This is an optimization exercise on Yosys and OpenROAD, whose aim is small area, a short achievable clock period and few clock cycles per item, not a production implementation.
Function was checked by simulation only, so behaviour that the tests miss may differ from the original.
Power figures rest on the tool's default switching activity, not on a simulated workload.

## flow/design.v (module list and top-level ports; edited modules follow where they fit)
// module fa: 4 lines
// module ha: 4 lines
// module reciprocal: 23 lines
// module imc: 1267 lines
module imc
  #(parameter INPUT_W = 16,
    parameter OUTPUT_W = 16)
(
    input  logic                   clk,
    input  logic                   rst_n,
    input  logic                   start,
    input  logic [INPUT_W-1:0]     aIn,
    input  logic [INPUT_W-1:0]     bIn,
    input  logic [INPUT_W-1:0]     cIn,
    input  logic [INPUT_W-1:0]     dIn,
    output logic                   ready,
    output logic [OUTPUT_W-1:0]    aOut,
    output logic [OUTPUT_W-1:0]    bOut,
    output logic [OUTPUT_W-1:0]    cOut,
    output logic [OUTPUT_W-1:0]    dOut,
    output logic                   aOut_sign,
    output logic                   bOut_sign,
    output logic                   cOut_sign,
    output logic                   dOut_sign
);
  // ...
==> flow/run.sh <==
#!/bin/bash
# synth_recipe.tcl (not shown) runs the flow's synth.tcl, then flattens the netlist and writes it again
# the make line also repeats each setting of config.mk as NAME=value (left out here)
make -C /OpenROAD-flow-scripts/flow DESIGN_CONFIG=/design/flow/config.mk WORK_HOME=/design/flow/orfs CLKGATE_MAP_FILE= SYNTH_SCRIPT=/design/flow/synth_recipe.tcl finish
==> flow/config.mk <==
export PLATFORM = sky130hd
export DESIGN_NAME = imc
export DESIGN_NICKNAME = imc
export VERILOG_FILES = /design/flow/design.v
export SDC_FILE = /design/flow/constraint.sdc
export NUM_CORES = 4
export LEC_CHECK = 0
export CAP_MARGIN = 20
export CORE_MARGIN = 2
export CORE_UTILIZATION = 60
export SETUP_SLACK_MARGIN = 3
export SLEW_MARGIN = 20
export SYNTH_HIERARCHICAL = 1
==> flow/constraint.sdc <==
create_clock -name core_clock -period 11.0 [get_ports {clk}]
set_input_delay 2.2000 -clock core_clock [delete_from_list [all_inputs] [get_ports {clk}]]
set_output_delay 2.2000 -clock core_clock [all_outputs]
set_load 0.01 [all_outputs]
==> impl_metrics.ini, run 1 <==
[pwr]
peakVddDrop_mv = 0.4195
p_leak_nw = 10.38
p_seq_share_pct = 9.6
cellPowerDensity_mw_per_mm2 = 275.2

[worst_setup_path]
start_kind = flip-flop
path_max_fanout = 7
cp.buffers_inverters = 6
critPathCapture = aOut[15]
path_depth = 24

[die]
die-area_mm2 = 0.03927
die_h_um = 198.2

[final_layout]
nFillCells = 2706
nets = 3200
seq_share_pct = 7.882

[global_routing]
grt_pass1_vias = 19740
use_met1_pct = 47.92
use_met3_pct = 6.643

[timing]
slew_violations = 0
max_slew_margin_pct = 23.14
holdWs_ps = 2003
tns_ps = 0
fmax_mhz = 112.0

[placed_design]
place.gp.congestion = 0.9074

[clock_tree]
clock_path_buffers = 2

[synth]
synthFlopType = edfxtp_1
synth_common_cells = fa_1, nand2_1, inv_1

[status]
status = finished clean

[job]
drv_cap = 0
Testbench counts, summed over its fixed seeds: cycles 3,200, items 3,200.
==> run 2, diff against run 1 <==
--- a/flow/config.mk
+++ b/flow/config.mk
@@ -8,6 +8,6 @@
 export CAP_MARGIN = 20
 export CORE_MARGIN = 2
 export CORE_UTILIZATION = 60
-export SETUP_SLACK_MARGIN = 3
+export SETUP_SLACK_MARGIN = 4
 export SLEW_MARGIN = 20
 export SYNTH_HIERARCHICAL = 1
==> impl_metrics.ini, run 2 <==
[status]
status = finished clean

[route]
ant_nets = 0
wl_per_cell_um = 24.30
drc_errors = 0
dr.pass1.iters = 9
vias = 18690
routed_wirelength_um = 73450
drtIter0Drc = 1849
avgViaCountPerCell = 6.181

[die]
die_h_um = 198.2
rows = 71
core_mm2 = 0.03740
io_pins = 136
die-area_mm2 = 0.03927
start_util_pct = 60.49
die_w_um = 198.2

[final_layout]
drive_gt1_share_pct = 22.46
nets = 3262
final_common_cell = fa_1
nFillCells = 2547
ff_latch_area_mm2 = 0.002127
fin_area_mm2 = 0.02827
final_cells = 3023
multi_input_area_mm2 = 0.02092
area_growth_pct = 24.96
largest_register_ffs = 17
final_cell_mix = fa_1, nand2_1, buf_4
top_register = dy_r
top_regs = dy_r: 17 flops, dx_r: 16 flops

[placed_design]
place_area_mm2 = 0.02488
dp_cells = 2813
place.gp.congestion = 0.8940
post-place-ws_ps = 1324
dp.final_hpwl_um = 48880
port_buffers = 135

[clock_tree]
cts_sinks = 71
clock_path_buffers = 2
cts-hold-fix-buffers = 0
tritoncts = yes
cts_root_buf = clkbuf_16
numCtsBuffers = 9
clk_pin_slew_ps = 60
htree_levels = 3

[job]
drv_cap = 0

[synth]
synth_common_cells = fa_1, nand2_1, inv_1
synth_top_area_share_pct = 50.44
syn_area_per_cell_um2 = 10.14
synth_edf_count = 70
ys_seq_area_share_pct = 9.403
synth_area_mm2 = 0.02262
synthCells = 2232
ys_async_sr_fraction_pct = 1.408
yosys.cell_count.top_type = fa_1
synth_top_area_cell = fa_1
ys_warn_count = 8
ys_seq_elements = 71
synthFlopType = edfxtp_1
synth_area_leaders = fa_1, edfxtp_1, nand2_1
synth_cell_types = 64

[timing]
slew_violations = 0
final.period_utilization_pct = 80.87
max_slew_margin_pct = 17.44
tns_ps = 0
finalSetupViolations = 0
period_needed_ps = 8895
tightest_slew_ps = 1238
rsz0062_at_grt = true
fmax_mhz = 112.4
fin_ws_ps = 2105
hold_viol = 0

[pwr]
peakVddDrop_mv = 0.4359
power_mw = 7.966
cellPowerDensity_mw_per_mm2 = 281.8
p_leak_nw = 11.02

[worst_setup_path]
arrival_ps = 6700
worstSetupPathType = flip-flop to primary output
crit_path_end_kind = primary output
required_ps = 8800
start_kind = flip-flop
path_max_fanout = 14

[global_routing]
grt_pass1_wl_um = 109700
grt_max_degree = 71
grt.total_usage_pct = 37.37
grt_pass1_vias = 19720
antenna_found_initial = 2
overflow = 0

[min_path]
hold_class = primary input to async pin
## run 2: logic make-up after synthesis
family,synth area share (%)
other,0.01658
and+or+nand+nor,16.57
muxes,0.6748
buffers and inverters,5.564
xor gates and xnor gates,3.673
AOI/OAI and AO/OA,7.080
adders and majority gates,57.02
DFF,9.403
## run 2: metal layers
metal / global-route usage, % / share of wire [%] / up-vias
met1: 47.37 / 36 / 9573
met4: 17.66 / 5.5 / 2
met2: 63.04 / 49 / 1247
met5: 0.1277 / 0.018 / -
met3: 6.217 / 9.1 / 276
li1: - / - / 7587
## run 2: worst max path at each step
stage                     cells after the start       end  slack (ps)     from
after floorplan                              22  aOut[15]        2930     cp_r
after CTS                                    23  bOut[15]        2220  dy_r[0]
after global placement                       22  cOut[15]        1480     cp_r
after global routing                         23  aOut[15]        1920     cp_r
after detailed placement                     22  bOut[15]        1320  dy_r[0]
final                                        23  aOut[15]        2100     cp_r
## run 2: what timing repair did
item / in CTS / in global routing
resized for setup: 496 / 154
endpoints found under the setup margin: 73 / 63
pin swaps: 79 / 84
buffers inserted: 114 / 66
gates cloned: 7 / 5
## run 2: power breakdown
part,switching (mW),internal [mW],total (mW)
clock,0.123,0.178,0.300
combinational,3.79,3.16,6.95
sequential,0.0922,0.622,0.714
## run 2: layout make-up
type,count,share of cell area (%)
well taps,511,2.262
repair buffers,373,13.27
clock buffers,9,0.7967
multi-input cells,1912,74.00
diodes,1,0.008853
flip-flops and latches,71,7.525
inverters,139,1.855
clock inverters,7,0.2833
## run 2: Yosys stat by module (local to each module, per instance)
module      flops+latches  cell area (um^2)
ha                      0             12.51
fa                      0             20.02
imc                    71             10880
reciprocal              0             254.0
## run 2: worst max-delay path: stages, from the launching register on
cell and delay [ps]:
edfxtp_1 400, fa_2 430, fa_2 600, inv_2 50, ha_4 170, xnor2_4 300, buf_4 180, mux2i_2 240
nor2_2 100, a22o_4 270, buf_6 170, a22o_1 270, a221oi_4 250, fa_1 490, fa_1 490, ha_2 200
or3_4 370, o21a_1 190, a21o_1 150, a21o_1 170, a211o_1 320, o311ai_2 250, o31ai_2 100, buf_2 170
## run 2: stage by stage
| step | hold WS, ps | util, % |
|---|---|---|
| global placement | 2349 | 66.52 |
| CTS | 1981 | 72.61 |
| finish | 1988 | 75.58 |
| global route | 1990 | 75.57 |
| detailed placement | 2350 | 66.52 |
| floorplan | 1904 | - |

==> afterwards: timing with drivers on the ports <==
Ports are ideal in the flow. The routed layouts listed here were re-timed in OpenROAD.
Step 1, drivers: a clkbuf_16 drives clk and a buf_2 each remaining input, both assumed.
Step 2 moves the port delays by t, midway between the first and last clock arrival at a register: inputs arrive t later, outputs are due t later. That takes back most of the time a late clock gives input paths.
a / b / c = ideal ports / drivers / drivers and shift; a / b = the first two.
run	shift t [ns]	slack for setup (ns)	hold WS [ns]	clock arrival spread, ns	pins driven straight from the clock port
run 1	0.375	2.073 / 2.033 / 2.408	2.003 / 1.995 / 2.370	0.008 / 0.008	1
run 2	0.390	2.105 / 2.058 / 2.447	1.988 / 1.965 / 2.354	0.014 / 0.015	1
After both steps every run listed still meets setup and hold.
